Background: an optimization exercise with open tools, aiming at small area, a short achievable clock period and few clock cycles. Do not read the settings as production practice. RTL that was checked went through simulation tests only; none was proved equivalent to the original. Only the layout flow was run in run 1; the RTL was not checked for function there.

===== design/flow/flow/run.sh =====
#!/bin/bash
# Layout flow: the standard flow (standard.sh), with the standard synthesis unchanged, and two
# changes to the layout steps:
#  - the port buffers are sky130_fd_sc_hd__buf_2 (the default pick is a slow delay buffer);
#  - repair_timing works to a setup slack margin, so that it sizes and buffers the critical
#    paths although the 15 ns clock leaves them slack. The SDC and clock period are unchanged.
# Each step's full output goes to a log of its own here; ORFS keeps per-stage logs under orfs/logs.
set -uo pipefail
MARGIN=10
bash standard.sh synth > synth.log 2>&1 || exit 1
bash standard.sh BUFFER_PORTS_ARGS="-buffer_cell sky130_fd_sc_hd__buf_2" SETUP_SLACK_MARGIN=$MARGIN finish > layout.log 2>&1 || exit 1

===== design/flow/standard.sh =====
#!/bin/bash
# synth_recipe.tcl (not shown) runs the flow's synth.tcl, then flattens the netlist and writes it again
# the make line also repeats each setting of config.mk as NAME=value (left out here)
make -C /OpenROAD-flow-scripts/flow DESIGN_CONFIG=/design/flow/config.mk WORK_HOME=/design/flow/orfs CLKGATE_MAP_FILE= SYNTH_SCRIPT=/design/flow/synth_recipe.tcl "${@:-finish}"

===== design/flow/config.mk =====
export PLATFORM = sky130hd
export DESIGN_NAME = Single_Reduction
export DESIGN_NICKNAME = Single_Reduction
export VERILOG_FILES = /design/flow/design.v
export SDC_FILE = /design/flow/constraint.sdc
export NUM_CORES = 4
export LEC_CHECK = 0
export ABC_AREA = 1
export CAP_MARGIN = 20
export CORE_MARGIN = 2
export CORE_UTILIZATION = 40
export SLEW_MARGIN = 20

===== design/flow/constraint.sdc =====
create_clock -name core_clock -period 15.0 [get_ports {clk}]
set_input_delay 3.0000 -clock core_clock [delete_from_list [all_inputs] [get_ports {clk}]]
set_output_delay 3.0000 -clock core_clock [all_outputs]
set_load 0.01 [all_outputs]

===== design/flow/design.v =====
module msb_pos(x, pos);
input [31:0] x;
output reg [4:0] pos;
integer i;
always @(*)
begin
	pos = 5'd0;
	for (i = 0; i < 32; i = i + 1)
		if (x[i]) pos = i;
end
endmodule
module div_align(rem, dvs, dvs_aligned, digits);
input [31:0] rem, dvs;
output [31:0] dvs_aligned;
output [3:0] digits;         
wire [4:0] msb_r, msb_d;
msb_pos pr(rem, msb_r);
msb_pos pd(dvs, msb_d);
wire [4:0] shift = (msb_r > msb_d) ? (msb_r - msb_d) : 5'd0;
assign dvs_aligned = dvs << {shift[4:1], 1'b0};
assign digits = shift[4:1];
endmodule
module div_step(rem, dvs, digit, rem_next);
input [31:0] rem, dvs;
output [1:0] digit;
output [31:0] rem_next;
wire [33:0] b1 = {2'b00, dvs};
wire [33:0] b2 = {1'b0, dvs, 1'b0};
wire [34:0] d1 = {3'b000, rem} - {1'b0, b1};
wire [34:0] d2 = {3'b000, rem} - {1'b0, b2};
wire [34:0] ca = {3'b000, rem};
wire [34:0] cb = ~{1'b0, b1};
wire [34:0] cc = ~{1'b0, b2};
wire [34:0] cs_s = ca ^ cb ^ cc;
wire [34:0] cs_c = (ca & cb) | (ca & cc) | (cb & cc);
wire [35:0] d3w = {cs_s, 1'b1} + {cs_c[33:0], 1'b1, 1'b1};
wire [34:0] d3 = d3w[35:1];
wire ge1 = ~d1[34];
wire ge2 = ~d2[34];
wire ge3 = ~d3[34];
assign digit = ge3 ? 2'd3 : ge2 ? 2'd2 : ge1 ? 2'd1 : 2'd0;
assign rem_next = ge3 ? d3[31:0] : ge2 ? d2[31:0] : ge1 ? d1[31:0] : rem;
endmodule
module acc_digit(acc, pos, digit, acc_next);
input [31:0] acc;
input [3:0] pos;
input [1:0] digit;
output [31:0] acc_next;
wire [15:0] at = 16'd1 << pos;      
reg [15:0] above;                   
reg [15:0] run;                     
integer k;
always @(*)
begin
	above[0] = 1'b0;
	for (k = 1; k < 16; k = k + 1)
		above[k] = above[k-1] | at[k-1];
	run[0] = 1'b1;
	for (k = 1; k < 16; k = k + 1)
		run[k] = run[k-1] & (~above[k-1] | (acc[2*k-1] & acc[2*k-2]));
end
wire [1:0] pair = acc[2*pos +: 2];
wire [2:0] pair_sum = {1'b0, pair} + {1'b0, digit};
genvar g;
generate
	for (g = 0; g < 16; g = g + 1)
	begin : grp
		wire c = pair_sum[2] & run[g];
		assign acc_next[2*g+1:2*g] = at[g] ? pair_sum[1:0]
			: above[g] ? {acc[2*g+1] ^ (c & acc[2*g]), acc[2*g] ^ c}
			: acc[2*g+1:2*g];
	end
endgenerate
endmodule
module Single_Reduction(sum,page_rank,out_deg,clk,reset,start,new_sum,done);
input [31:0] sum;
input [31:0] page_rank;
input [31:0] out_deg;
input clk;
input reset;
input start;
output reg [31:0] new_sum;
output reg [0:0] done;
localparam S_IDLE = 2'd0, S_ALIGN = 2'd1, S_ITER = 2'd2;
reg [1:0] state;
reg [31:0] rem;      
reg [31:0] dvs;      
reg [3:0] cnt;       
wire [31:0] dvs_aligned;
wire [3:0] digits;
wire [1:0] digit;
wire [31:0] rem_next;
wire [31:0] acc_next;
div_align al(rem, dvs, dvs_aligned, digits);
div_step st(rem, dvs, digit, rem_next);
acc_digit ac(new_sum, cnt, digit, acc_next);
always @(posedge clk, negedge reset)
begin
	if (!reset)
	begin
		state <= S_IDLE;
		done <= 1'b0;
	end
	else
	begin
		done <= 1'b0;
		case (state)
		S_IDLE: if (start) state <= S_ALIGN;
		S_ALIGN: state <= S_ITER;
		S_ITER: if (cnt == 4'd0)
		begin
			state <= S_IDLE;
			done <= 1'b1;
		end
		default: state <= S_IDLE;
		endcase
	end
end
always @(posedge clk)
begin
	case (state)
	S_IDLE:
	begin
		rem <= page_rank;
		dvs <= out_deg;
		new_sum <= sum;
	end
	S_ALIGN:
	begin
		dvs <= dvs_aligned;
		cnt <= digits;
	end
	default:
	begin
		rem <= rem_next;
		dvs <= {2'b00, dvs[31:2]};
		new_sum <= acc_next;
		cnt <= cnt - 4'd1;
	end
	endcase
end
endmodule

==> summary.txt, run 1 <==
STA
  – Final setup TNS: 0 ps
  – Worst-Margin Slew: about 800 ps
  – Slew Viols, Final: 0
  – Relative slew slack: 46.5%
  – Final setup vio count: 0
  – Min Tclk post-route: around 4800 ps
  – Fin. Hold Viols: 0
  – RSZ-0062 raised after global routing: true
  – Clock Skews: 15.8 ps
  – Final worst path period share: 32.0%
  – Final worst slack: 10210 ps
  – Fmax: about 210 MHz

Clock network
  – CTS tree: done
  – Root buffer cell: clkbuf_16
  – CTS sink cnt: 103
  – Clock buffer depth: 2
  – Cts hold-fix bufs: 0
  – Worst skew pair latency: 390 ps
  – Clk pin slew, worst setup/hold paths: ~80 ps
  – Number of buffers created by CTS: 9
  – H-tree depth: 3

Layout
  – Share of cells above drive strength 1: 18.3%
  – Final cell count without fillers: ~2600
  – Commonest non-fill, non-tap cell in the layout: nand2_1
  – Diodes inserted: 0
  – Syn-to-layout area delta: 19.0%
  – Fin util: 48.0%
  – # fillers: roughly 3500
  – Final net count: 2425
  – Most frequent cells in the layout: nand2_1, inv_1, o21ai_0

Synth
  – EDFF count, synth: 68
  – Main synth FF type: edfxtp_1
  – Share of the yosys chip area belonging to registers: around a fifth
  – Synth Register Bits: about 100
  – Yosys warns: 3
  – Synth unique cells: 58
  – Syn_nets: ~2300
  – Avg Inst Size Synth: ~6.7 um^2
  – Cells after Synth: 2006
  – Ys async rst share: between 2 and 3%
  – Post-Syn Area: 13500 um^2

Worst setup path
  – CP max FO: 22
  – Worst path depth: 22
  – Setup CP Type: flop to flop
  – CP required: 15110 ps
  – R2R Path Start: dvs[13]$_DFF_P_
  – Worst r2r dst: new_sum[31]$_DFFE_PP_
  – Type of origin of the critical path: flop
  – Crit path max-delay family: compound AO/OA/AOI/OAI gates
  – CP bufs+invs: 5
  – Max stage delay cell, worst path: a221oi_1
  – Flop2flop setup slack: 10210 ps
  – Critical path, cell by cell: clkinvlp_4, buf_4, ha_1, a21oi_1, nor2_1, nor2_1, o21ai_0, a221oi_1, nand2_2, a21oi_4, inv_6, o21ai_1, ha_1, inv_1, fa_2, buf_4, a211oi_2, ha_1, xnor2_1, nand2_1, o21ai_0, o21ai_0
  – R2r worst-path depth: 22
  – CP endpoint kind: flop
  – Largest stage delay, worst path: 500 ps
  – Crit path DAT: 4900 ps

Routing
  – Avg WL per Cell: 19.9 um
  – TritonRoute pass-1 iters: 6
  – Routed wire length: between 50 and 60 mm
  – Detail Route Antenna Nets: 0
  – Via count: 14900
  – Vias per inst: approximately 5.7
  – Initial DRC Count: 1392
  – DRC Markers: 0

Hold path
  – Hold Path Origin: state[0]$_DFFE_PN0P_
  – WHS Path Cells: 1
  – Min-Delay Path Class: flop to flop
  – Worst hold path endpoint: done$_DFF_PN0_

Die
  – IO Count: 132
  – Placeable Area: 33400 um^2
  – Die Wd: 188 um
  – Die Y: 188 um
  – Initial core utilization: 40.4%
  – # rows: 67
  – Die area: 35200 um^2

Global route
  – Total congestion overflow: 0
  – Vias in the first global route: 13700
  – Initial antenna violation count: 0
  – First-pass GRT wire length: between 70 and 80 mm
  – GR Util All Layers: between 20 and 30%
  – Largest net degree at the start of global routing: 78

Placed design
  – Gpl congestion: 0.993
  – IO Port Bufs: 131
  – Worst slack at placement: approximately 9500 ps
  – Placed Cells: 2533
  – HPWL Detailed: 39.2 mm

Run status
  – Status: finished clean

Flow run
  – Maximum capacitance violations: 0
[cell type report]
cell class / instances / area [um^2] / share of cell area [%]
clock inverters: 6 / 70.1 / 0.437
inverters: 232 / 933 / 5.82
repair buffers: 211 / 1410 / 8.80
clock buffers: 10 / 229 / 1.43
multi-input cells: 1606 / 10000 / 62.4
repair inverters: 6 / 42.5 / 0.265
well taps: 448 / 561 / 3.50
flip-flops and latches: 103 / 2790 / 17.4
[routing by layer]
layer	vias to the layer above	global-route usage, %	share of wire, %
li1	7198	-	-
met1	6951	37.8	44
met2	616	45.9	46
met3	123	3.69	6.9
met4	0	11.1	3.8
met5	-	0	0
[kinds of logic (layout without fill, tap and decap cells)]
logic type               count (synthesis)  after routing  synth area share (%)
multiplexers                             2              2                 0.149
XOR/XNOR                                83             83                  5.40
buffers and inverters                  297            465                  8.40
AND/OR/NAND/NOR                        813            813                  25.3
flip-flops                             103            103                  20.5
adder cells (fa/ha/maj)                157            157                  16.6
AO/OA/AOI/OAI                          551            551                  23.7
[what timing repair did]
item	in CTS	in global routing
buffers inserted	9	53
endpoints found under the setup margin	56	66
cloned	3	8
gates resized for setup	43	156
pin swaps	1	16
[sequential cells by signal (all words and copies together) (netlist names)]
register,cells
new_sum,32
cnt,4
state,2
dvs,32
done,1
rem,32
[metrics by stage]
step                      hold WS (ps)  instance area (um^2)
after global placement             535                 14600
after floorplan                    432                 13500
after global routing               558                 16000
after detailed placement           522                 14600
final                              533                 16000
after CTS                          535                 15000
[synth_stat cells, drive strengths merged, types with 11 or more instances]
cell | number | area share [%]
a31oi | 27 | 1.3
nand4 | 17 | 0.79
a21oi | 165 | 6.2
nand3 | 70 | 2.6
clkbuf | 54 | 1.5
inv | 229 | 6.4
ha | 121 | 11
xnor2 | 27 | 1.8
edfxtp | 68 | 15
dfxtp | 32 | 4.8
fa | 36 | 5.3
nand2 | 491 | 14
nor4 | 16 | 0.74
nor2 | 178 | 5.6
buf | 11 | 0.43
nor3 | 23 | 0.98
xor2 | 56 | 3.6
a22oi | 26 | 1.4
o21ai | 226 | 8.5
o211ai | 36 | 2.0
[how the worst max path moves through the flow]
| stage | startpoint | to |
|---|---|---|
| after global routing | rem[2]$_DFFE_PP_ | dvs[22]$_DFF_P_ |
| after floorplan | rem[1]$_DFFE_PP_ | rem[10]$_DFFE_PP_ |
| after detailed placement | dvs[13]$_DFF_P_ | new_sum[15]$_DFFE_PP_ |
| after global placement | dvs[1]$_DFF_P_ | dvs[29]$_DFF_P_ |
| final | dvs[13]$_DFF_P_ | new_sum[31]$_DFFE_PP_ |
| after CTS | rem[2]$_DFFE_PP_ | dvs[31]$_DFF_P_ |
==> inputs of run 2 (changes only) <==
--- a/design/flow/design.v
+++ b/design/flow/design.v
@@ -21,7 +21,8 @@
 assign digits = shift[4:1];
 endmodule
-module div_step(rem, dvs, digit, rem_next);
+module div_step(rem, dvs, ge, rem_next);
 input [31:0] rem, dvs;
-output [1:0] digit;
+output [2:0] ge;                     
+wire [1:0] digit;
 output [31:0] rem_next;
 wire [33:0] b1 = {2'b00, dvs};
@@ -40,10 +41,11 @@
 wire ge3 = ~d3[34];
 assign digit = ge3 ? 2'd3 : ge2 ? 2'd2 : ge1 ? 2'd1 : 2'd0;
+assign ge = {ge3, ge2, ge1};
 assign rem_next = ge3 ? d3[31:0] : ge2 ? d2[31:0] : ge1 ? d1[31:0] : rem;
 endmodule
-module acc_digit(acc, pos, digit, acc_next);
+module acc_digit(acc, pos, ge1, ge2, ge3, acc_next);
 input [31:0] acc;
 input [3:0] pos;
-input [1:0] digit;
+input ge1, ge2, ge3;
 output [31:0] acc_next;
 wire [15:0] at = 16'd1 << pos;      
@@ -61,13 +63,16 @@
 end
 wire [1:0] pair = acc[2*pos +: 2];
-wire [2:0] pair_sum = {1'b0, pair} + {1'b0, digit};
+wire cout = (ge1 & pair[1] & pair[0]) | (ge2 & pair[1]) | (ge3 & (pair[1] | pair[0]));
+wire odd = ge1 & ~ge2 | ge3;
+wire lo = pair[0] ? ~odd : odd;
+wire hi_flip = ge2 ? ~(odd & pair[0]) : (odd & pair[0]);
+wire hi = pair[1] ? ~hi_flip : hi_flip;
 genvar g;
 generate
 	for (g = 0; g < 16; g = g + 1)
 	begin : grp
-		wire c = pair_sum[2] & run[g];
-		assign acc_next[2*g+1:2*g] = at[g] ? pair_sum[1:0]
-			: above[g] ? {acc[2*g+1] ^ (c & acc[2*g]), acc[2*g] ^ c}
-			: acc[2*g+1:2*g];
+		wire c = cout & run[g] & above[g];
+		assign acc_next[2*g]   = at[g] ? lo : (c ? ~acc[2*g] : acc[2*g]);
+		assign acc_next[2*g+1] = at[g] ? hi : ((c & acc[2*g]) ? ~acc[2*g+1] : acc[2*g+1]);
 	end
 endgenerate
@@ -89,10 +94,10 @@
 wire [31:0] dvs_aligned;
 wire [3:0] digits;
-wire [1:0] digit;
+wire [2:0] ge;
 wire [31:0] rem_next;
 wire [31:0] acc_next;
 div_align al(rem, dvs, dvs_aligned, digits);
-div_step st(rem, dvs, digit, rem_next);
-acc_digit ac(new_sum, cnt, digit, acc_next);
+div_step st(rem, dvs, ge, rem_next);
+acc_digit ac(new_sum, cnt, ge[0], ge[1], ge[2], acc_next);
 always @(posedge clk, negedge reset)
 begin
--- a/design/flow/flow/run.sh
+++ b/design/flow/flow/run.sh
@@ -7,5 +7,5 @@
 # Each step's full output goes to a log of its own here; ORFS keeps per-stage logs under orfs/logs.
 set -uo pipefail
-MARGIN=10
+MARGIN=11
 bash standard.sh synth > synth.log 2>&1 || exit 1
 bash standard.sh BUFFER_PORTS_ARGS="-buffer_cell sky130_fd_sc_hd__buf_2" SETUP_SLACK_MARGIN=$MARGIN finish > layout.log 2>&1 || exit 1
==> run 2 against run 1 <==
- still clean on timing, DRC and antenna
- cell count increased by 3.1%
- clock skew increased by 1.6 ps
- maximum frequency is 9.5% higher
==> summary.txt, run 2 <==
Die
  – Die Wd: around 190 um
  – # rows: 66
  – Placeable Area: 32500 um^2
  – Initial core utilization: between 40% and 50%
  – Die Y: 185 um
  – Die area: roughly 34000 um^2
  – IO Count: between 100 and 150

Synth
  – Synth Register Bits: 103
  – Synth unique cells: 57
  – Ys async rst share: roughly 2.9%
  – Yosys warns: 3
  – Post-Syn Area: 13100 um^2
  – Cell taking the most area after synthesis: edfxtp_1
  – Cells after Synth: 1991
  – Top cells by count, synth: nand2_1, inv_1, a21oi_1, o21ai_0, nor2_1
  – EDFF count, synth: 68
  – Avg Inst Size Synth: 6.59 um^2
  – Share of the yosys chip area belonging to registers: 21.0%
  – Area contributors post-synth: edfxtp_1, nand2_1, ha_1, a21oi_1, o21ai_0
  – Main synth FF type: edfxtp_1
  – Syn_nets: 2231
  – Most numerous cell in the Yosys netlist: nand2_1
  – Share of the synthesized area in the top cell type: 15.6%

STA
  – Final hold slack: 540 ps
  – Final setup TNS: 0 ps
  – Slew Viols, Final: 0
  – Min Tclk post-route: 4380 ps
  – Fin. Hold Viols: 0
  – Worst-Margin Slew: roughly 1100 ps
  – RSZ-0062 raised after global routing: true
  – Clock Skews: 17.4 ps
  – Fmax: 229 MHz
  – Final setup vio count: 0
  – Relative slew slack: roughly 26%
  – Final worst path period share: 29.2%

Layout
  – Syn-to-layout area delta: 31.4%
  – Fin util: 53.1%
  – # fillers: 3132
  – Most frequent cells in the layout: nand2_1, inv_1, a21oi_1
  – Commonest non-fill, non-tap cell in the layout: nand2_1
  – Largest registers: dvs (32), new_sum (32), rem (32)
  – Final net count: approximately 2500
  – Share of cells above drive strength 1: 26.3%
  – Diodes inserted: 0

Clock network
  – Worst skew pair latency: 400 ps
  – H-tree depth: 3
  – Clk pin slew, worst setup/hold paths: around 80 ps
  – Number of buffers created by CTS: 9
  – Clock buffer depth: 2
  – CTS tree: done
  – CTS sink cnt: a little over 100
  – Root buffer cell: clkbuf_16

Worst setup path
  – CP max FO: 6
  – Crit path DAT: between 4000 and 5000 ps
  – Type of origin of the critical path: flop
  – Largest stage delay, worst path: 400 ps
  – CP required: 15320 ps
  – Setup CP Type: flop to flop
  – Max stage delay cell, worst path: o311ai_1
  – Worst path most repeated cell: nand3_1
  – CP endpoint kind: flop

Routing
  – TritonRoute pass-1 iters: 6
  – Detail Route Antenna Nets: 0
  – DRC Markers: 0
  – Avg WL per Cell: 20.0 um
  – Via count: 15500
  – Routed wire length: 54.1 mm
  – Initial DRC Count: 1505
  – Vias per inst: roughly 5.7

Global route
  – GR Util All Layers: 30.5%
  – First-pass GRT wire length: 80.5 mm
  – Vias in the first global route: 14400
  – Initial antenna violation count: 0
  – Total congestion overflow: 0
  – Largest net degree at the start of global routing: 66

Run status
  – Status: finished clean

Placed design
  – HPWL Detailed: around 37 mm
  – IO Port Bufs: 131
  – Gpl congestion: 0.947

Hold path
  – Min-Delay Path Class: flop to flop

Flow run
  – Maximum capacitance violations: 0
-- run 2: cell types whose count changed in the layout (fill, tap and decap cells not counted), sizes merged, moves of 9 or more --
cell / previous run / this run
inv: 215 / 225
ha: 121 / 106
and2: 3 / 13
nand2: 491 / 506
xor2: 56 / 34
a21oi: 165 / 201
o21ai: 226 / 208
buf: 206 / 303
o22ai: 3 / 12
o211ai: 36 / 23
a31oi: 27 / 16
-- run 2: through the flow --
stage | instances | cell area, um^2 | setup slack [ps]
after global placement | 2514 | 14200 | 9580
after CTS | 2630 | 15900 | 10830
after detailed placement | 2514 | 14200 | 9500
after floorplan | 1991 | 13100 | 10990
after global routing | 2704 | 17200 | 10270
final | 2704 | 17200 | 10620
-- run 2: final cells by class --
type / instances / area, um^2 / share of cell area, %
clock buffers: 10 / 229 / 1.33
flip-flops and latches: 103 / 2810 / 16.3
clock inverters: 6 / 52.6 / 0.305
multi-input cells: 1588 / 10200 / 59.0
inverters: 242 / 1000 / 5.82
repair inverters: 6 / 42.5 / 0.247
well taps: 442 / 553 / 3.21
repair buffers: 307 / 2380 / 13.8
-- run 2: final timing paths --
path                                 startpoint              endpoint  slack, ps  cells after the start
max                              dvs[4]$_DFF_P_       dvs[19]$_DFF_P_      10620                     31
min                        state[0]$_DFFE_PN0P_        done$_DFF_PN0_        540                      1
max reg2reg                      dvs[4]$_DFF_P_       dvs[19]$_DFF_P_      10620                     31
min reg2reg                state[0]$_DFFE_PN0P_        done$_DFF_PN0_        540                      1
max in group asynchronous                 reset  state[1]$_DFFE_PN0P_      12510                      1
min in group asynchronous                 reset  state[0]$_DFFE_PN0P_       2380                      1
-- run 2: logic make-up after synthesis --
family / after synthesis / share of synthesized area, %
buf+inv: 302 / 8.78
compound gates: 564 / 24.8
mux: 2 / 0.153
simple gates: 819 / 25.8
fa+ha+maj: 141 / 15.5
flops: 103 / 21.0
xor+xnor: 60 / 4.01
-- run 2: per-layer routing --
layer | routed length, um | GRT usage (%)
met1 | 22800 | 39.9
met4 | 2700 | 13.4
met2 | 23900 | 48.9
met5 | 0 | 0
met3 | 4640 | 6.00
-- run 2: critical path, delay by kind of cell, from the launching register on --
kind / cells / cell delay (ps)
compound gates: 9 / 1500
fa+ha+maj: 1 / 260
buf+inv: 7 / 850
flops: 1 / 370
simple gates: 14 / 1330
-- run 2: what timing repair did --
item / CTS / global route
hold buffers: 0 / 0
endpoints found under the setup margin: 173 / 150
buffers inserted: 86 / 72
pin swaps: 36 / 82
cloned: 14 / 2
resized for setup: 219 / 189
Testbench counts of run 2, summed over its fixed seeds: cycles 12,771.
==> inputs of run 3 (changes only) <==
--- a/design/flow/flow/run.sh
+++ b/design/flow/flow/run.sh
@@ -7,5 +7,5 @@
 # Each step's full output goes to a log of its own here; ORFS keeps per-stage logs under orfs/logs.
 set -uo pipefail
-MARGIN=11
+MARGIN=10
 bash standard.sh synth > synth.log 2>&1 || exit 1
 bash standard.sh BUFFER_PORTS_ARGS="-buffer_cell sky130_fd_sc_hd__buf_2" SETUP_SLACK_MARGIN=$MARGIN finish > layout.log 2>&1 || exit 1
==> run 3 against run 2 <==
- utilization decreased by 7.0 points
- global-route usage fell by 3.0 points
- first-iteration DRC count decreased by 12%
- via count down 6.4%
- routed wire length decreased by 11%
- register-to-register slack got worse by 330 ps
- critical path type unchanged
- cell count is 5.1% lower
- non-clock buffer count decreased by 135
- clock-buffer cell count is the same
- area after synthesis did not move
==> summary.txt, run 3 <==
Run status
  – Status: finished clean

Synth
  – Cell taking the most area after synthesis: edfxtp_1
  – Syn_nets: 2231
  – Share of the yosys chip area belonging to registers: 21.0%
  – Synth Register Bits: 103
  – EDFF count, synth: 68
  – Cells after Synth: about 2000
  – Share of the synthesized area in the top cell type: between 15 and 20%
  – Avg Inst Size Synth: 6.59 um^2
  – Synth unique cells: 57
  – Area contributors post-synth: edfxtp_1, nand2_1, ha_1, a21oi_1, o21ai_0
  – Yosys warns: 3
  – Main synth FF type: edfxtp_1
  – Ys async rst share: a little under 3%
  – Most numerous cell in the Yosys netlist: nand2_1
  – Post-Syn Area: 13100 um^2
  – Top cells by count, synth: nand2_1, inv_1, a21oi_1, o21ai_0, nor2_1

Flow run
  – Maximum capacitance violations: 0

Clock network
  – Clock buffer depth: 2
  – Number of buffers created by CTS: 9
  – Clk pin slew, worst setup/hold paths: approximately 80 ps
  – CTS tree: done
  – Worst skew pair latency: 390 ps
  – CTS sink cnt: 103
  – Root buffer cell: clkbuf_16
  – H-tree depth: 3
  – Cts hold-fix bufs: 0

Die
  – # rows: between 60 and 70
  – Initial core utilization: 40.4%
  – IO Count: 132
  – Die Y: about 190 um
  – Placeable Area: 32500 um^2
  – Die area: 34300 um^2
  – Die Wd: 185 um

Layout
  – Commonest non-fill, non-tap cell in the layout: nand2_1
  – Share of cells above drive strength 1: approximately an eighth
  – Most frequent cells in the layout: nand2_1, inv_1, a21oi_1
  – Diodes inserted: 0
  – Largest registers: dvs (32), new_sum (32), rem (32)
  – Fin util: 46.1%
  – Syn-to-layout area delta: 14.1%
  – Final net count: 2360

Worst setup path
  – CP max FO: 26
  – Crit path DAT: 4810 ps
  – Setup CP Type: flop to flop
  – CP required: 15110 ps
  – Flop2flop setup slack: 10300 ps
  – CP endpoint kind: flop
  – Type of origin of the critical path: flop
  – R2R Path Start: dvs[2]$_DFF_P_
  – R2r worst-path depth: 20
  – Worst r2r dst: new_sum[7]$_DFFE_PP_

Placed design
  – HPWL Detailed: approximately 37 mm
  – IO Port Bufs: 131
  – Worst slack at placement: 9880 ps
  – Gpl congestion: 0.953

Hold path
  – WHS Path Cells: 1
  – Worst hold path endpoint: done$_DFF_PN0_
  – Min-Delay Path Class: flop to flop
  – Hold Path Origin: state[0]$_DFFE_PN0P_

STA
  – Worst-Margin Slew: ~800 ps
  – Fmax: 213 MHz
  – RSZ-0062 raised after global routing: true
  – Final worst path period share: 31.3%
  – Final worst slack: 10300 ps
  – Slew Viols, Final: 0
  – Final setup vio count: 0
  – Clock Skews: 10.1 ps
  – Final setup TNS: 0 ps
  – Relative slew slack: 46.5%
  – Fin. Hold Viols: 0
  – Min Tclk post-route: 4700 ps

Routing
  – Detail Route Antenna Nets: 0
  – Vias per inst: 5.64
  – DRC Markers: 0
  – TritonRoute pass-1 iters: 6
  – Via count: 14500
  – Avg WL per Cell: 18.8 um
  – Routed wire length: around 48 mm
  – Initial DRC Count: 1323

Global route
  – GR Util All Layers: 27.5%
  – First-pass GRT wire length: 73.6 mm
  – Largest net degree at the start of global routing: 73
  – Vias in the first global route: 13500
  – Total congestion overflow: 0
  – Initial antenna violation count: 0
-- run 3: worst max path at each step --
| stage | from | depth (start not counted) | end |
|---|---|---|---|
| global route | dvs[3]$_DFF_P_ | 47 | dvs[23]$_DFF_P_ |
| finish | dvs[2]$_DFF_P_ | 20 | new_sum[7]$_DFFE_PP_ |
| CTS | rem[1]$_DFFE_PP_ | 21 | new_sum[3]$_DFFE_PP_ |
| floorplan | dvs[1]$_DFF_P_ | 16 | rem[10]$_DFFE_PP_ |
| detailed placement | dvs[1]$_DFF_P_ | 42 | dvs[25]$_DFF_P_ |
| global placement | dvs[1]$_DFF_P_ | 42 | dvs[25]$_DFF_P_ |
-- run 3: critical path, cell delays in order (launching register included) --
cell and delay (ps):
dfxtp_1 410, inv_1 170, fa_1 490, ha_1 340, nand3_1 110, nand2_1 80
nand2_1 60, nand2_1 70, nand2_1 60, nand2_1 150, a21oi_2 140, o21ai_1 560
a21oi_2 120, buf_4 220, inv_1 150, buf_4 380, a21oi_4 190, inv_1 170
nand3b_1 90, a21oi_1 230, o21a_1 170
-- run 3: timing repair --
item | in CTS | in global routing
endpoints found under the setup margin | 16 | 104
gates resized for setup | 6 | 67
setup buffers | 2 | 24
pin swaps | 0 | 7
gates cloned | 2 | 7
-- run 3: final cells by class --
cell class	instances	area (um^2)
sequential	103	2770
timing repair inverter	6	45.0
timing repair buffer	172	1060
clock inverter	6	42.5
clock buffer	10	229
tap	442	553
inverter	242	941
multi-input combinational	1586	9330
fill	3407	17500
-- run 3: metal layers --
metal	vias to the layer above	GRT usage [%]	share of wire, %
li1	7039	-	-
met1	6713	38.0	44
met2	650	44.8	45
met3	84	3.24	7.9
met4	0	8.89	2.8
met5	-	0	0
-- run 3: logic make-up after synthesis --
logic type | after synthesis | share of synthesized area [%]
compound gates | 564 | 24.8
flops | 103 | 21.0
simple gates | 819 | 25.8
buf+inv | 302 | 8.78
mux | 2 | 0.153
fa+ha+maj | 141 | 15.5
xor+xnor | 60 | 4.01
-- run 3: through the flow --
stage | instance area [um^2] | hold WS [ps] | cells
final | 15000 | 530 | 2567
after global routing | 15000 | 577 | 2567
after CTS | 14500 | 534 | 2536
after detailed placement | 14200 | 519 | 2516
after global placement | 14200 | 517 | 2516
after floorplan | 13100 | 432 | 1991
==> inputs of run 4 (changes only) <==
--- a/design/flow/config.mk
+++ b/design/flow/config.mk
@@ -9,4 +9,4 @@
 export CAP_MARGIN = 20
 export CORE_MARGIN = 2
-export CORE_UTILIZATION = 40
+export CORE_UTILIZATION = 65
 export SLEW_MARGIN = 20
==> run 4 against run 3 <==
- utilization up 29 points
- die area fell by 38%
- synthesized cell count is the same
- cell count shrank 7.2%
- clock-buffer cell count is 1 higher
- worst hold slack worse by 16 ps
- critical endpoint is now rem[19]$_DFFE_PP_
==> summary.txt, run 4 <==
Run status
  – Status: finished clean

Worst setup path
  – CP startpoint: dvs[3]$_DFF_P_
  – Type of origin of the critical path: flop
  – CP max FO: 29
  – Flop2flop setup slack: about 10000 ps
  – Setup CP Type: flop to flop
  – CP required: between 15000 and 20000 ps
  – CP endpoint kind: flop
  – Worst r2r dst: rem[19]$_DFFE_PP_
  – Crit path DAT: 4880 ps
  – R2R Path Start: dvs[3]$_DFF_P_
  – Crit path capture: rem[19]$_DFFE_PP_
  – R2r worst-path depth: 20

Synth
  – Synth unique cells: 57
  – Yosys warns: 3
  – Share of the yosys chip area belonging to registers: 21.0%
  – Ys async rst share: 2.91%
  – Synth Register Bits: 103
  – Syn_nets: 2231
  – Most numerous cell in the Yosys netlist: nand2_1
  – Main synth FF type: edfxtp_1
  – EDFF count, synth: 68
  – Post-Syn Area: 13100 um^2
  – Cell taking the most area after synthesis: edfxtp_1
  – Share of the synthesized area in the top cell type: 15.6%
  – Top cells by count, synth: nand2_1, inv_1, a21oi_1, o21ai_0, nor2_1
  – Area contributors post-synth: edfxtp_1, nand2_1, ha_1, a21oi_1, o21ai_0
  – Avg Inst Size Synth: approximately 6.6 um^2
  – Cells after Synth: 1991

Routing
  – Avg WL per Cell: 19.0 um
  – Via count: 15000
  – DR top layer: met4
  – Vias per inst: around 6.3
  – Routed wire length: 45.2 mm
  – Met2 WL: 19.4 mm
  – Initial DRC Count: 1754
  – Detail Route Antenna Nets: 0
  – Met3 routed WL: roughly 5.8 mm
  – Routed met1 length: about 18 mm
  – DRC Markers: 0
  – TritonRoute pass-1 iters: 6

STA
  – Min Tclk post-route: 4760 ps
  – Final worst path period share: 31.7%
  – Worst-Margin Slew: ~1000 ps
  – RSZ-0062 raised after global routing: true
  – Final setup vio count: 0
  – Clock Skews: 15.1 ps
  – Slew Viols, Final: 0
  – Relative slew slack: 30.8%
  – Final setup TNS: 0 ps
  – Final hold slack: slightly above 500 ps
  – Fin. Hold Viols: 0
  – Fmax: 210 MHz

Global route
  – GR Util All Layers: 40.6%
  – Total congestion overflow: 0
  – Largest net degree at the start of global routing: between 60 and 70
  – First-pass GRT wire length: 70.1 mm
  – Initial antenna violation count: 0
  – Vias in the first global route: approximately 14000

Placed design
  – IO Port Bufs: roughly 130
  – HPWL Detailed: 34.1 mm
  – Gpl congestion: 1.00

Layout
  – Diodes inserted: 0
  – Syn-to-layout area delta: 12.0%
  – # fillers: 1638
  – Most frequent cells in the layout: nand2_1, inv_1, a21oi_1
  – Commonest non-fill, non-tap cell in the layout: nand2_1
  – Largest registers: dvs (32), new_sum (32), rem (32)
  – Share of cells above drive strength 1: 12.5%
  – Final net count: about 2400

Die
  – Placeable Area: 19700 um^2
  – # rows: 51
  – Initial core utilization: 66.7%
  – Die area: between 20000 and 25000 um^2
  – Die Y: 146 um
  – IO Count: 132
  – Die Wd: 146 um

Clock network
  – Number of buffers created by CTS: 9
  – CTS tree: done
  – Root buffer cell: clkbuf_16
  – Clock buffer depth: 2
  – Worst skew pair latency: 370 ps
  – H-tree depth: 3
  – CTS sink cnt: approximately 100
  – Clk pin slew, worst setup/hold paths: around 80 ps
  – Cts hold-fix bufs: 0

Hold path
  – Min-Delay Path Class: flop to flop
  – WHS Path Cells: 1

Flow run
  – Maximum capacitance violations: 0
## run 4: metal layers
metal | track usage, % | vias up
met2 | 64.1 | 1058
met3 | 9.78 | 218
met5 | 0 | -
met1 | 53.9 | 6714
met4 | 16.3 | 0
li1 | - | 7023
## run 4: final cells by class
cell class                 count  area [um^2]  area share [%]
clock buffer                  11          264            1.80
clock inverter                 5         50.0           0.341
inverter                     242          935            6.36
multi-input combinational   1586         9330            63.5
sequential                   103         2760            18.8
tap                          265          332            2.26
timing repair buffer         163          968            6.59
timing repair inverter         6         45.0           0.307
## run 4: logic make-up after synthesis
kind of cell | synth area share [%]
muxes | 0.153
DFF | 21.0
adders and majority gates | 15.5
and+or+nand+nor | 25.8
xor gates and xnor gates | 4.01
buffers and inverters | 8.78
AOI/OAI and AO/OA | 24.8
## run 4: timing repair
action / 4_1_cts / 5_1_grt
gates cloned: 1 / 7
buffers inserted: 0 / 20
pin swaps: 0 / 8
endpoints found under the setup margin: 79 / 111
gates resized for setup: 6 / 71
## run 4: stage by stage
stage                     cell area (um^2)  cells  setup WS, ps  util, %
after floorplan                      13100   1991         10240        -
after global placement               14000   2337          9950     71.1
after detailed placement             14000   2337          9820     71.1
after CTS                            14300   2354         10010     72.8
after global routing                 14700   2381          9940     74.7
final                                14700   2381         10240     74.7
## run 4: critical path, cell delays in order (launching register included)
cell and delay, ps:
dfxtp_1 410, inv_2 70, buf_4 160, fa_1 440, ha_1 350, a21oi_1 180, nand2_1 70, nand2_1 80
nand2_1 90, nand2_1 70, nand2_1 120, a21oi_2 310, o21ai_2 220, a21oi_4 380, buf_4 350, inv_1 70
buf_4 260, nor2_1 310, inv_1 280, o21ai_0 170, a21oi_1 90
## run 4: worst min-delay path by stage
| stage | start | end |
|---|---|---|
| global route | state[0]$_DFFE_PN0P_ | done$_DFF_PN0_ |
| CTS | state[0]$_DFFE_PN0P_ | done$_DFF_PN0_ |
| finish | state[0]$_DFFE_PN0P_ | done$_DFF_PN0_ |
| detailed placement | state[0]$_DFFE_PN0P_ | done$_DFF_PN0_ |
| floorplan | state[0]$_DFFE_PN0P_ | done$_DFF_PN0_ |
| global placement | state[0]$_DFFE_PN0P_ | done$_DFF_PN0_ |
==> inputs of run 5 (changes only) <==
--- a/design/flow/flow/run.sh
+++ b/design/flow/flow/run.sh
@@ -7,5 +7,5 @@
 # Each step's full output goes to a log of its own here; ORFS keeps per-stage logs under orfs/logs.
 set -uo pipefail
-MARGIN=10
+MARGIN=10.4
 bash standard.sh synth > synth.log 2>&1 || exit 1
 bash standard.sh BUFFER_PORTS_ARGS="-buffer_cell sky130_fd_sc_hd__buf_2" SETUP_SLACK_MARGIN=$MARGIN finish > layout.log 2>&1 || exit 1
--- a/design/flow/config.mk
+++ b/design/flow/config.mk
@@ -9,4 +9,4 @@
 export CAP_MARGIN = 20
 export CORE_MARGIN = 2
-export CORE_UTILIZATION = 65
+export CORE_UTILIZATION = 40
 export SLEW_MARGIN = 20
==> run 5 against run 4 <==
- still clean on timing, DRC and antenna
- cell count increased by 8.8%
- maximum frequency is 5.9% higher
- critical path depth increased by 9
- worst hold slack gained 11 ps
- routed wire length is 8.7% higher
- cell area increased by 5.2%
- sequential cell count is the same
- clock-buffer cell count fell by 1
- first-iteration DRC count decreased by 15%
- non-clock buffer count up 32
- highest routed layer unchanged
==> summary.txt, run 5 <==
Run status
  – Status: finished clean

STA
  – Clock Skews: 13.6 ps
  – Worst-Margin Slew: 764 ps
  – Relative slew slack: 49.1%
  – Final setup TNS: 0 ps
  – RSZ-0062 raised after global routing: true
  – Final setup vio count: 0
  – Final worst path period share: 30.0%
  – Fmax: around 220 MHz
  – Slew Viols, Final: 0
  – Min Tclk post-route: approximately 4500 ps
  – Fin. Hold Viols: 0
  – Final hold slack: 525 ps

Layout
  – # fillers: 3361
  – Diodes inserted: 0
  – Syn-to-layout area delta: 17.8%
  – Final cell count without fillers: 2590
  – Reg area: 2780 um^2
  – Commonest non-fill, non-tap cell in the layout: nand2_1
  – Multi-input gate area: around 9500 um^2
  – Largest registers: dvs (32), new_sum (32), rem (32)
  – Most frequent cells in the layout: nand2_1, inv_1, a21oi_1
  – Final Instance Area: 15400 um^2
  – Final net count: 2383
  – Share of cells above drive strength 1: around 16%

Clock network
  – Root buffer cell: clkbuf_16
  – CTS tree: done
  – Cts hold-fix bufs: 0
  – Number of buffers created by CTS: 9
  – CTS sink cnt: 103
  – Clock buffer depth: 2
  – Worst skew pair latency: ~380 ps
  – H-tree depth: 3
  – Clk pin slew, worst setup/hold paths: 90 ps

Die
  – Die Wd: 185 um
  – Placeable Area: 32500 um^2
  – Die area: 34300 um^2
  – IO Count: 132
  – Die Y: about 190 um
  – # rows: 66
  – Initial core utilization: 40.4%

Synth
  – EDFF count, synth: 68
  – Synth Register Bits: 103
  – Share of the synthesized area in the top cell type: 15.6%
  – Area contributors post-synth: edfxtp_1, nand2_1, ha_1, a21oi_1, o21ai_0
  – Yosys warns: 3
  – Share of the yosys chip area belonging to registers: 21.0%
  – Top cells by count, synth: nand2_1, inv_1, a21oi_1, o21ai_0, nor2_1
  – Cells after Synth: 1991
  – Main synth FF type: edfxtp_1
  – Syn_nets: between 2000 and 2500
  – Cell taking the most area after synthesis: edfxtp_1
  – Post-Syn Area: 13100 um^2
  – Ys async rst share: approximately 2.9%
  – Avg Inst Size Synth: 6.59 um^2
  – Most numerous cell in the Yosys netlist: nand2_1
  – Synth unique cells: 57

Worst setup path
  – Type of origin of the critical path: flop
  – CP endpoint kind: flop
  – Setup CP Type: flop to flop
  – Crit path DAT: 4810 ps
  – Largest stage delay, worst path: about 480 ps
  – Max stage delay cell, worst path: edfxtp_1
  – Flop2flop setup slack: around 11000 ps
  – Worst path most repeated cell: nand3_1
  – CP required: 15320 ps
  – CP max FO: 4

Routing
  – TritonRoute pass-1 iters: 6
  – Initial DRC Count: ~1500
  – Routed wire length: 49.1 mm
  – Detail Route Antenna Nets: 0
  – Vias per inst: 5.68
  – Avg WL per Cell: 19.0 um
  – DRC Markers: 0
  – Via count: 14700

Placed design
  – Gpl congestion: 0.939
  – HPWL Detailed: 36.8 mm
  – IO Port Bufs: 131
  – Placed Area: 14200 um^2
  – Placed Cells: between 2000 and 3000

Global route
  – First-pass GRT wire length: 74.4 mm
  – Initial antenna violation count: 0
  – Largest net degree at the start of global routing: 71
  – GR Util All Layers: 27.8%
  – Total congestion overflow: 0
  – Vias in the first global route: 13400

Flow run
  – Maximum capacitance violations: 0

Hold path
  – Min-Delay Path Class: flop to flop
run 5: worst paths after layout:
| check | startpoint | to | cells after the start |
|---|---|---|---|
| max | rem[2]$_DFFE_PP_ | dvs[30]$_DFF_P_ | 29 |
| min | state[0]$_DFFE_PN0P_ | done$_DFF_PN0_ | 1 |
| max reg2reg | rem[2]$_DFFE_PP_ | dvs[30]$_DFF_P_ | 29 |
| min reg2reg | state[0]$_DFFE_PN0P_ | done$_DFF_PN0_ | 1 |
| max in group asynchronous | reset | state[1]$_DFFE_PN0P_ | 1 |
| min in group asynchronous | reset | state[1]$_DFFE_PN0P_ | 1 |
run 5: worst max-delay path: cells and delay by family (launching register included):
| kind | cells | cell delay, ps |
|---|---|---|
| flops | 1 | 480 |
| simple gates | 16 | 1740 |
| compound gates | 7 | 1240 |
| fa+ha+maj | 1 | 330 |
| buf+inv | 5 | 610 |
run 5: cell type report:
| type | instances | share of cell area (%) |
|---|---|---|
| Clock buffer | 10 | 1.48 |
| Clock inverter | 6 | 0.486 |
| Inverter | 242 | 6.30 |
| Multi-Input combinational cell | 1587 | 61.5 |
| Sequential cell | 103 | 18.0 |
| Tap cell | 442 | 3.58 |
| Timing Repair Buffer | 195 | 8.41 |
| Timing Repair inverter | 5 | 0.243 |
run 5: layer usage:
metal | GRT usage [%] | up-vias | share of wire [%]
li1 | - | 7094 | -
met1 | 38.8 | 6862 | 44
met2 | 44.9 | 667 | 46
met3 | 3.85 | 87 | 7.7
met4 | 7.56 | 0 | 2.2
met5 | 0 | - | 0
run 5: what timing repair did:
| action | 4_1_cts | 5_1_grt |
|---|---|---|
| gates resized for setup | 38 | 136 |
| endpoints found under the setup margin | 84 | 93 |
| pin swaps | 1 | 26 |
| setup buffers | 6 | 41 |
| cloned | 4 | 7 |
run 5: logic make-up after synthesis:
logic type                 synth area share, %
AOI/OAI and AO/OA                         24.8
xor gates and xnor gates                  4.01
adders and majority gates                 15.5
buffers and inverters                     8.78
DFF                                       21.0
muxes                                    0.153
and+or+nand+nor                           25.8
run 5: metrics by stage:
step                      setup WS [ps]  util (%)
after floorplan                   10860         -
after global placement             9800      43.8
after detailed placement           9870      43.8
after CTS                         10380      45.2
after global routing              10150      47.6
final                             10510      47.6
==> inputs of run 6 (changes only) <==
--- a/design/flow/flow/run.sh
+++ b/design/flow/flow/run.sh
@@ -7,5 +7,5 @@
 # Each step's full output goes to a log of its own here; ORFS keeps per-stage logs under orfs/logs.
 set -uo pipefail
-MARGIN=10.4
+MARGIN=10
 bash standard.sh synth > synth.log 2>&1 || exit 1
 bash standard.sh BUFFER_PORTS_ARGS="-buffer_cell sky130_fd_sc_hd__buf_2" SETUP_SLACK_MARGIN=$MARGIN finish > layout.log 2>&1 || exit 1
--- a/design/flow/config.mk
+++ b/design/flow/config.mk
@@ -6,5 +6,4 @@
 export NUM_CORES = 4
 export LEC_CHECK = 0
-export ABC_AREA = 1
 export CAP_MARGIN = 20
 export CORE_MARGIN = 2
==> run 6 against run 5 <==
- register-to-register slack worse by 260 ps
- critical path depth down 8
- synthesized cell count down 13%
- die area up 2.0%
- still clean on timing, DRC and antenna
- utilization down 1.1 points
- worst setup slack worse by 260 ps
- first-iteration DRC count up 13%
- critical path type unchanged
- area after synthesis up 2.1%
==> summary.txt, run 6 <==
Synth
  – Ys async rst share: 2.91%
  – Cell taking the most area after synthesis: edfxtp_1
  – EDFF count, synth: between 60 and 70
  – Share of the synthesized area in the top cell type: 15.3%
  – Synth Register Bits: 103
  – Most numerous cell in the Yosys netlist: a21oi_1
  – Top cells by count, synth: a21oi_1, nand2_1, nor2_1, o21ai_0, ha_1
  – Main synth FF type: edfxtp_1
  – Synth unique cells: between 80 and 90
  – Area contributors post-synth: edfxtp_1, ha_1, a21oi_1, fa_1, nand2_1
  – Share of the yosys chip area belonging to registers: 20.6%
  – Yosys warns: 3
  – Avg Inst Size Synth: between 7 and 8 um^2
  – Cells after Synth: 1736
  – Post-Syn Area: 13400 um^2
  – Syn_nets: 1976

Placed design
  – Gpl congestion: about 0.96
  – IO Port Bufs: 131
  – HPWL Detailed: 36.8 mm

Routing
  – Routed wire length: 49.7 mm
  – DRC Markers: 0
  – Via count: 14300
  – Vias per inst: 6.28
  – Detail Route Antenna Nets: 0
  – TritonRoute pass-1 iters: 7
  – Initial DRC Count: 1678
  – Avg WL per Cell: 21.8 um

Worst setup path
  – CP startpoint: dvs[2]$_DFF_P_
  – Crit path max-delay family: compound AO/OA/AOI/OAI gates
  – Max stage delay cell, worst path: fa_1
  – R2R Path Start: dvs[2]$_DFF_P_
  – Critical path, cell by cell: inv_2, a21oi_1, o21ai_0, a21o_1, a21oi_1, o21ai_0, a21oi_1, o21ai_0, a21oi_1, a221oi_1, ha_1, inv_1, fa_1, xnor2_1, buf_4, and2_2, a22oi_1, o22ai_1, mux2_4, a211oi_2, o21ai_0
  – Largest stage delay, worst path: 520 ps
  – CP max FO: 12
  – CP required: roughly 15000 ps
  – CP endpoint kind: flop
  – R2r worst-path depth: 21
  – Flop2flop setup slack: ~10000 ps
  – CP bufs+invs: 3
  – Crit path DAT: 5000 ps
  – Setup CP Type: flop to flop
  – Worst path depth: 21
  – Type of origin of the critical path: flop

Clock network
  – CTS tree: done
  – Cts hold-fix bufs: 0
  – Worst skew pair latency: 390 ps
  – H-tree depth: 3
  – Root buffer cell: clkbuf_16
  – Clock buffer depth: 2
  – Number of buffers created by CTS: 9
  – Clk pin slew, worst setup/hold paths: 90 ps
  – CTS sink cnt: approximately 100

Layout
  – Commonest non-fill, non-tap cell in the layout: a21oi_1
  – Syn-to-layout area delta: 13.8%
  – Share of cells above drive strength 1: around 15%
  – Reg area: ~2800 um^2
  – Final net count: 2070
  – # fillers: between 3000 and 4000
  – Largest registers: dvs (32), new_sum (32), rem (32)
  – Most frequent cells in the layout: a21oi_1, nand2_1, nor2_1
  – Multi-input gate area: between 10000 and 15000 um^2

Run status
  – Status: finished clean

STA
  – Final setup TNS: 0 ps
  – Worst-Margin Slew: 955 ps
  – RSZ-0062 raised after global routing: true
  – Min Tclk post-route: 4760 ps
  – Fin. Hold Viols: 0
  – Final worst path period share: 31.7%
  – Clock Skews: 13.9 ps
  – Slew Viols, Final: 0
  – Final setup vio count: 0
  – Fmax: 210 MHz
  – Relative slew slack: between 30% and 40%

Hold path
  – Min-Delay Path Class: flop to flop
  – Hold Path Origin: dvs[5]$_DFF_P_
  – WHS Path Cells: 2

Global route
  – GR Util All Layers: 27.4%
  – Largest net degree at the start of global routing: 73
  – Grt met1 use: 38.0%
  – Initial antenna violation count: 0
  – Total congestion overflow: 0
  – Met3 Use GR: 3.21%
  – Vias in the first global route: roughly 13000
  – First-pass GRT wire length: ~76 mm
  – GRT busiest layer: met2
  – Grt met2 use: 44.1%

Die
  – Die Y: ~190 um
  – # rows: 66
  – Placeable Area: 32800 um^2
  – IO Count: 132
  – Die area: 34900 um^2
  – Initial core utilization: between 40% and 50%
  – Die Wd: 187 um

Flow run
  – Maximum capacitance violations: 0
==> run 6: worst reg2reg max path: cells and delay by family, from the launching register on <==
family,cells,cell delay [ps]
flip-flops,1,380
AO/OA/AOI/OAI,13,2240
AND/OR/NAND/NOR,1,310
multiplexers,1,350
XOR/XNOR,1,170
buffers and inverters,3,430
adder cells (fa/ha/maj),2,760
==> run 6: cells by family (layout without fill, tap and decap cells) <==
| kind of cell | after synthesis | count (layout) | synth area share, % |
|---|---|---|---|
| buffers and inverters | 164 | 261 | 4.86 |
| flip-flops | 103 | 103 | 20.6 |
| adder cells (fa/ha/maj) | 141 | 141 | 15.1 |
| multiplexers | 40 | 40 | 3.94 |
| AO/OA/AOI/OAI | 666 | 667 | 31.9 |
| other | 0 | 1 | 0 |
| AND/OR/NAND/NOR | 545 | 546 | 18.6 |
| XOR/XNOR | 77 | 77 | 5.04 |
==> run 6: final cells by class <==
type	instances	share of cell area [%]
tap	442	3.63
sequential	103	18.2
timing repair buffer	168	6.52
clock inverter	7	0.567
clock buffer	9	1.48
multi-input combinational	1471	67.7
inverter	77	1.97
antenna	1	0.0164
==> run 6: routing by layer <==
metal	up-vias	part of all wire, %
li1	6739	-
met1	6758	44
met2	702	46
met3	118	7.3
met4	0	3.4
met5	-	0
==> run 6: repair_timing <==
action	CTS	global route
buffers inserted	8	13
pin swaps	4	7
cloned	2	2
gates resized for setup	25	57
endpoints found under the setup margin	65	121
==> run 6: final timing paths <==
check,to
max,dvs[28]$_DFF_P_
min,dvs[3]$_DFF_P_
max reg2reg,dvs[28]$_DFF_P_
min reg2reg,dvs[3]$_DFF_P_
max in group asynchronous,state[1]$_DFFE_PN0P_
min in group asynchronous,state[0]$_DFFE_PN0P_
==> run 6: per-stage QoR <==
stage               cells  utilization, %  hold WS, ps  setup WS, ps  instance area (um^2)
finish               2278            46.5          552         10240                 15200
global route         2277            46.5          587          9950                 15200
CTS                  2262            45.3          567         10020                 14800
global placement     2236            43.9          525          9270                 14400
detailed placement   2236            43.9          537          9150                 14400
floorplan            1736               -          479         10500                 13400
==> inputs of run 7 (changes only) <==
==> design/flow/flow/run.sh (replaced) <==
#!/bin/bash
# Layout flow: the standard flow (standard.sh), with the standard synthesis unchanged, and two
# changes to the layout steps:
#  - the port buffers are sky130_fd_sc_hd__buf_1 (the default pick is a slow delay buffer);
#  - repair_timing works to a setup slack margin, so that it sizes and buffers the critical
#    paths although the 15 ns clock leaves them slack. The SDC and clock period are unchanged.
# Each step's full output goes to a log of its own here; ORFS keeps per-stage logs under orfs/logs.
set -uo pipefail
MARGIN=10.6
bash standard.sh synth > synth.log 2>&1 || exit 1
bash standard.sh BUFFER_PORTS_ARGS="-buffer_cell sky130_fd_sc_hd__buf_1" SETUP_SLACK_MARGIN=$MARGIN finish > layout.log 2>&1 || exit 1
--- a/design/flow/config.mk
+++ b/design/flow/config.mk
@@ -6,4 +6,5 @@
 export NUM_CORES = 4
 export LEC_CHECK = 0
+export ABC_AREA = 1
 export CAP_MARGIN = 20
 export CORE_MARGIN = 2
==> run 7 against run 6 <==
- synthesized cell count up 15%
- clock-buffer cell count up 1
- global-route usage up 0.57 points
- sequential cell count unchanged
- worst hold slack worse by 19 ps
- cell count up 14%
- largest cell class unchanged
- clock skew down 3.6 ps
==> summary.txt, run 7 <==
STA
  – Final worst path period share: about 30%
  – Relative slew slack: 41.6%
  – RSZ-0062 raised after global routing: true
  – Min Tclk post-route: between 4000 and 5000 ps
  – Fmax: 222 MHz
  – Final setup TNS: 0 ps
  – Final worst slack: 10490 ps
  – Clock Skews: 10.2 ps
  – Slew Viols, Final: 0
  – Fin. Hold Viols: 0
  – Worst-Margin Slew: 868 ps
  – Final setup vio count: 0

Synth
  – Cells after Synth: 1991
  – Cell taking the most area after synthesis: edfxtp_1
  – Avg Inst Size Synth: between 6 and 7 um^2
  – Most numerous cell in the Yosys netlist: nand2_1
  – Main synth FF type: edfxtp_1
  – Yosys warns: 3
  – Ys async rst share: under 10%
  – Synth unique cells: 57
  – Top cells by count, synth: nand2_1, inv_1, a21oi_1, o21ai_0, nor2_1
  – Area contributors post-synth: edfxtp_1, nand2_1, ha_1, a21oi_1, o21ai_0
  – Synth Register Bits: 103
  – Syn_nets: 2231
  – Share of the yosys chip area belonging to registers: 21.0%
  – Share of the synthesized area in the top cell type: 15.6%
  – EDFF count, synth: 68
  – Post-Syn Area: 13100 um^2

Hold path
  – Hold Path Origin: state[0]$_DFFE_PN0P_
  – Min-Delay Path Class: flop to flop
  – Worst hold path endpoint: done$_DFF_PN0_
  – WHS Path Cells: 1

Worst setup path
  – CP max FO: 6
  – R2r worst-path depth: 30
  – CP endpoint kind: flop
  – Worst path most repeated cell: nand3_1
  – CP required: between 15000 and 20000 ps
  – Setup CP Type: flop to flop
  – Max stage delay cell, worst path: dfxtp_2
  – Worst r2r dst: dvs[21]$_DFF_P_
  – R2R Path Start: dvs[2]$_DFF_P_
  – Flop2flop setup slack: 10490 ps
  – Largest stage delay, worst path: about 360 ps
  – Type of origin of the critical path: flop
  – Crit path DAT: 4810 ps

Placed design
  – Worst slack at placement: 9900 ps
  – HPWL Detailed: around 37 mm
  – Gpl congestion: 0.976
  – IO Port Bufs: 131

Die
  – Die Wd: 185 um
  – Placeable Area: 32500 um^2
  – # rows: 66
  – IO Count: about 130
  – Die Y: roughly 190 um
  – Die area: 34300 um^2
  – Initial core utilization: 40.4%

Layout
  – Syn-to-layout area delta: 18.2%
  – Commonest non-fill, non-tap cell in the layout: nand2_1
  – Most frequent cells in the layout: nand2_1, inv_1, a21oi_1
  – Final net count: 2399
  – Diodes inserted: 0
  – Largest registers: dvs (32), new_sum (32), rem (32)
  – # fillers: 3334
  – Share of cells above drive strength 1: 11.3%

Run status
  – Status: finished clean

Clock network
  – CTS sink cnt: 103
  – Worst skew pair latency: 390 ps
  – Clock buffer depth: 2
  – H-tree depth: 3
  – Root buffer cell: clkbuf_16
  – Cts hold-fix bufs: 0
  – CTS tree: done
  – Number of buffers created by CTS: 9
  – Clk pin slew, worst setup/hold paths: 90 ps

Routing
  – Avg WL per Cell: around 19 um
  – Vias per inst: 5.68
  – Routed wire length: roughly 50 mm
  – TritonRoute pass-1 iters: 6
  – DRC Markers: 0
  – Detail Route Antenna Nets: 0
  – Via count: 14800
  – Initial DRC Count: ~1600

Global route
  – Vias in the first global route: 13600
  – Largest net degree at the start of global routing: 68
  – Total congestion overflow: 0
  – First-pass GRT wire length: 74.5 mm
  – Initial antenna violation count: 0
  – GR Util All Layers: 28.0%

Flow run
  – Maximum capacitance violations: 0
[run 7: routing by layer]
layer | vias up | global-route usage, % | share of wire [%]
met3 | 136 | 4.90 | 8.0
met5 | - | 0 | 0
li1 | 7136 | - | -
met1 | 6804 | 37.8 | 44
met2 | 722 | 45.3 | 45
met4 | 0 | 9.17 | 3.0
[run 7: worst max-delay path: cells and delay by family (launching register included)]
kind            cells  cell delay [ps]
fa+ha+maj           1              290
simple gates       13             1240
flops               1              360
buf+inv             6              830
compound gates     10             1700
[run 7: worst max-delay path by stage]
stage	startpoint	endpoint	depth (start not counted)	slack, ps
6_report	dvs[2]$_DFF_P_	dvs[21]$_DFF_P_	30	10490
5_1_grt	rem[2]$_DFFE_PP_	dvs[31]$_DFF_P_	49	10150
4_1_cts	dvs[2]$_DFF_P_	rem[21]$_DFFE_PP_	18	10560
3_5_place_dp	dvs[1]$_DFF_P_	dvs[24]$_DFF_P_	42	9900
3_3_place_gp	dvs[1]$_DFF_P_	dvs[24]$_DFF_P_	42	9830
2_1_floorplan	dvs[1]$_DFF_P_	rem[10]$_DFFE_PP_	16	10860
[run 7: final cells by class]
cell class | count | area (um^2) | area share [%]
multi-input cells | 1588 | 9560 | 61.7
inverters | 242 | 987 | 6.37
flip-flops and latches | 103 | 2780 | 17.9
clock buffers | 10 | 229 | 1.48
well taps | 442 | 553 | 3.57
repair inverters | 7 | 56.3 | 0.363
repair buffers | 208 | 1290 | 8.32
clock inverters | 6 | 42.5 | 0.275
[run 7: timing repair]
item	in CTS	in global routing
buffers inserted	11	49
gates cloned	9	6
setup endpoints to repair	135	129
resized for setup	76	127
endpoints found under the hold margin	0	0
pin swaps	6	22
[run 7: kinds of logic (layout without fill, tap and decap cells)]
| family | count (synthesis) | in the layout | synth area share, % |
|---|---|---|---|
| AND/OR/NAND/NOR | 819 | 821 | 25.8 |
| AO/OA/AOI/OAI | 564 | 564 | 24.8 |
| buffers and inverters | 302 | 473 | 8.78 |
| adder cells (fa/ha/maj) | 141 | 141 | 15.5 |
| flip-flops | 103 | 103 | 21.0 |
| XOR/XNOR | 60 | 60 | 4.01 |
| multiplexers | 2 | 2 | 0.153 |
[run 7: metrics by stage]
stage | utilization [%] | cell area, um^2 | cells | hold slack [ps]
floorplan | - | 13100 | 1991 | 432
global placement | 43.3 | 14000 | 2515 | 520
detailed placement | 43.3 | 14000 | 2515 | 525
CTS | 45.2 | 14700 | 2551 | 535
global route | 47.8 | 15500 | 2606 | 548
finish | 47.8 | 15500 | 2606 | 534
==> inputs of run 8 (changes only) <==
--- a/design/flow/flow/run.sh
+++ b/design/flow/flow/run.sh
@@ -7,5 +7,5 @@
 # Each step's full output goes to a log of its own here; ORFS keeps per-stage logs under orfs/logs.
 set -uo pipefail
-MARGIN=10.6
+MARGIN=10.4
 bash standard.sh synth > synth.log 2>&1 || exit 1
 bash standard.sh BUFFER_PORTS_ARGS="-buffer_cell sky130_fd_sc_hd__buf_1" SETUP_SLACK_MARGIN=$MARGIN finish > layout.log 2>&1 || exit 1
==> run 8 against run 7 <==
- critical endpoint is now dvs[19]$_DFF_P_
- cell area shrank 2.7%
- utilization is 1.3 points lower
- sequential cell count unchanged
==> summary.txt, run 8 <==
Routing
  – Detail Route Antenna Nets: 0
  – Initial DRC Count: 1401
  – Vias per inst: 5.64
  – Routed wire length: 48.6 mm
  – DRC Markers: 0
  – TritonRoute pass-1 iters: 6
  – Via count: 14500
  – Avg WL per Cell: 18.9 um

STA
  – Worst-Margin Slew: 842 ps
  – Slew Viols, Final: 0
  – Final worst path period share: 29.9%
  – Fmax: 223 MHz
  – RSZ-0062 raised after global routing: true
  – Relative slew slack: 43.9%
  – Min Tclk post-route: approximately 4500 ps
  – Final setup TNS: 0 ps
  – Fin. Hold Viols: 0
  – Final setup vio count: 0
  – Clock Skews: 14.0 ps

Global route
  – Total congestion overflow: 0
  – GR Util All Layers: 27.7%
  – Vias in the first global route: 13500
  – Initial antenna violation count: 0
  – Largest net degree at the start of global routing: 68
  – First-pass GRT wire length: 73.8 mm

Layout
  – Diodes inserted: 0
  – Most frequent cells in the layout: nand2_1, inv_1, a21oi_1
  – # fillers: 3381
  – Share of cells above drive strength 1: 8.95%
  – Final cell count without fillers: 2576
  – Syn-to-layout area delta: 14.9%
  – Commonest non-fill, non-tap cell in the layout: nand2_1
  – Fin util: 46.4%
  – Final net count: 2369
  – Largest registers: dvs (32), new_sum (32), rem (32)

Synth
  – Area contributors post-synth: edfxtp_1, nand2_1, ha_1, a21oi_1, o21ai_0
  – Mux share of post-synthesis cell area: 0.153%
  – Synth Area in Compound Gates: 24.8%
  – Avg Inst Size Synth: 6.59 um^2
  – Post-Syn Area: 13100 um^2
  – Post-synthesis xor/xnor area fraction: 4.01%
  – Synth Register Bits: 103
  – Share of the synthesized area in the top cell type: 15.6%
  – Adder-Cell Fraction of Synth Area: between 15 and 20%
  – Yosys warns: 3
  – Syn_nets: 2231
  – Post-synthesis simple-gate area fraction: 25.8%
  – Cells after Synth: 1991
  – EDFF count, synth: between 60 and 70
  – Ys async rst share: between 2 and 3%
  – Combinational family with the most area after synthesis: simple AND/OR/NAND/NOR gates
  – Main synth FF type: edfxtp_1
  – Most numerous cell in the Yosys netlist: nand2_1
  – Share of the yosys chip area belonging to registers: 21.0%
  – Top cells by count, synth: nand2_1, inv_1, a21oi_1, o21ai_0, nor2_1
  – Cell taking the most area after synthesis: edfxtp_1
  – Synth unique cells: 57

Worst setup path
  – R2R Path Start: rem[2]$_DFFE_PP_
  – Max stage delay cell, worst path: edfxtp_1
  – Flop2flop setup slack: 10520 ps
  – CP max FO: 8
  – Worst r2r dst: dvs[19]$_DFF_P_
  – CP endpoint kind: flop
  – Crit path DAT: 4790 ps
  – CP required: between 15000 and 20000 ps
  – Largest stage delay, worst path: 480 ps
  – Type of origin of the critical path: flop
  – Worst path most repeated cell: nand3_1
  – R2r worst-path depth: 30
  – Setup CP Type: flop to flop

Hold path
  – WHS Path Cells: 1
  – Worst hold path endpoint: done$_DFF_PN0_
  – Min-Delay Path Class: flop to flop
  – Hold Path Origin: state[0]$_DFFE_PN0P_

Clock network
  – CTS tree: done
  – CTS sink cnt: 103
  – Number of buffers created by CTS: 9
  – H-tree depth: 3
  – Cts hold-fix bufs: 0
  – Worst skew pair latency: 390 ps
  – Clk pin slew, worst setup/hold paths: around 90 ps
  – Clock buffer depth: 2
  – Root buffer cell: clkbuf_16

Placed design
  – IO Port Bufs: ~130
  – Placed Cells: 2515
  – Gpl congestion: 0.976
  – HPWL Detailed: 36.6 mm

Die
  – Placeable Area: 32500 um^2
  – Initial core utilization: 40.4%
  – Die Y: 185 um
  – IO Count: 132
  – Die Wd: 185 um
  – # rows: 66
  – Die area: 34300 um^2

Run status
  – Status: finished clean

Flow run
  – Maximum capacitance violations: 0
run 8: cell count changes in the layout (fill, tap and decap cells not counted), sizes merged:
cell | before | now
nor2 | 177 | 176
nand2 | 506 | 505
buf | 203 | 177
inv | 232 | 239
clkinv | 4 | 2
bufbuf | 3 | 1
clkinvlp | 19 | 13
clkbuf | 12 | 13
run 8: worst max path at each step:
stage,startpoint,endpoint,slack [ps]
2_1_floorplan,dvs[1]$_DFF_P_,rem[10]$_DFFE_PP_,10860
3_3_place_gp,dvs[1]$_DFF_P_,dvs[24]$_DFF_P_,9830
3_5_place_dp,dvs[1]$_DFF_P_,dvs[24]$_DFF_P_,9900
4_1_cts,dvs[4]$_DFF_P_,dvs[10]$_DFF_P_,10380
5_1_grt,rem[2]$_DFFE_PP_,dvs[23]$_DFF_P_,10180
6_report,rem[2]$_DFFE_PP_,dvs[19]$_DFF_P_,10520
run 8: timing repair:
action	in CTS	in global routing
setup endpoints to repair	100	90
hold endpoints to repair	0	0
gates resized for setup	32	123
pin swaps	2	22
buffers inserted	2	31
cloned	7	4
run 8: stage by stage:
step | setup WS, ps | hold WS [ps] | area [um^2]
6_report | 10520 | 529 | 15100
2_1_floorplan | 10860 | 432 | 13100
5_1_grt | 10180 | 544 | 15100
3_3_place_gp | 9830 | 520 | 14000
3_5_place_dp | 9900 | 525 | 14000
4_1_cts | 10380 | 535 | 14500
run 8: worst max-delay path: cells and delay by family, from the launching register on:
| kind | cells | cell delay, ps |
|---|---|---|
| AOI/OAI and AO/OA | 8 | 1240 |
| adders and majority gates | 1 | 320 |
| buffers and inverters | 6 | 860 |
| DFF | 1 | 480 |
| and+or+nand+nor | 15 | 1490 |
run 8: kinds of logic after synthesis:
kind of cell             count (synthesis)
flip-flops                             103
AND/OR/NAND/NOR                        819
multiplexers                             2
buffers and inverters                  302
AO/OA/AOI/OAI                          564
adder cells (fa/ha/maj)                141
XOR/XNOR                                60
run 8: area by class of cell:
| class | instances | area, um^2 | area share (%) |
|---|---|---|---|
| Inverter | 242 | 945 | 6.27 |
| Multi-Input combinational cell | 1586 | 9480 | 62.9 |
| Tap cell | 442 | 553 | 3.67 |
| Clock inverter | 6 | 42.5 | 0.282 |
| Timing Repair inverter | 6 | 45.0 | 0.299 |
| Sequential cell | 103 | 2770 | 18.4 |
| Timing Repair Buffer | 181 | 1010 | 6.71 |
| Clock buffer | 10 | 229 | 1.52 |
run 8: metal layers:
layer  wire (um)  GRT usage [%]  share of wire (%)
met1       21600           38.0                 44
met5           0              0                  0
met2       21600           44.5                 45
met4        1630           9.40                3.3
met3        3780           4.19                7.8

==> re-timing with driven ports <==
No port has a modelled driver above. Below, the same layouts with a new extraction and two added sets of constraints.
Step 1 (the two cells are an assumption about what drives the block):
set clk [get_ports {clk}]
set_driving_cell -lib_cell sky130_fd_sc_hd__clkbuf_16 $clk
set_driving_cell -lib_cell sky130_fd_sc_hd__buf_2 [delete_from_list [all_inputs] $clk]
Step 2 also shifts input and output timing later by t, the mid clock arrival at the registers, as if the neighbouring blocks saw the same clock.
Three values: ideal ports, drivers, drivers and shift; two values: the first two.
| run | shift t [ns] | slack for setup (ns) | hold slack, ns | worst slew at a driven data input, ns | pins driven straight from the clock port |
|---|---|---|---|---|---|
| run 1 | 0.435 | 10.206 / 10.206 / 10.206 | 0.533 / 0.533 / 0.533 | 0.04 | 1 |
| run 2 | 0.442 | 10.624 / 10.624 / 10.624 | 0.540 / 0.540 / 0.540 | 0.05 | 1 |
| run 3 | 0.434 | 10.298 / 10.298 / 10.298 | 0.530 / 0.530 / 0.530 | 0.05 | 1 |
| run 4 | 0.416 | 10.239 / 10.239 / 10.239 | 0.514 / 0.514 / 0.514 | 0.06 | 1 |
| run 5 | 0.428 | 10.506 / 10.506 / 10.506 | 0.525 / 0.525 / 0.525 | 0.04 | 1 |
| run 6 | 0.442 | 10.244 / 10.244 / 10.244 | 0.552 / 0.552 / 0.552 | 0.09 | 1 |
| run 7 | 0.436 | 10.491 / 10.491 / 10.491 | 0.534 / 0.534 / 0.534 | 0.06 | 1 |
| run 8 | 0.433 | 10.519 / 10.519 / 10.519 | 0.529 / 0.529 / 0.529 | 0.06 | 1 |
After both steps every run listed still meets setup and hold.
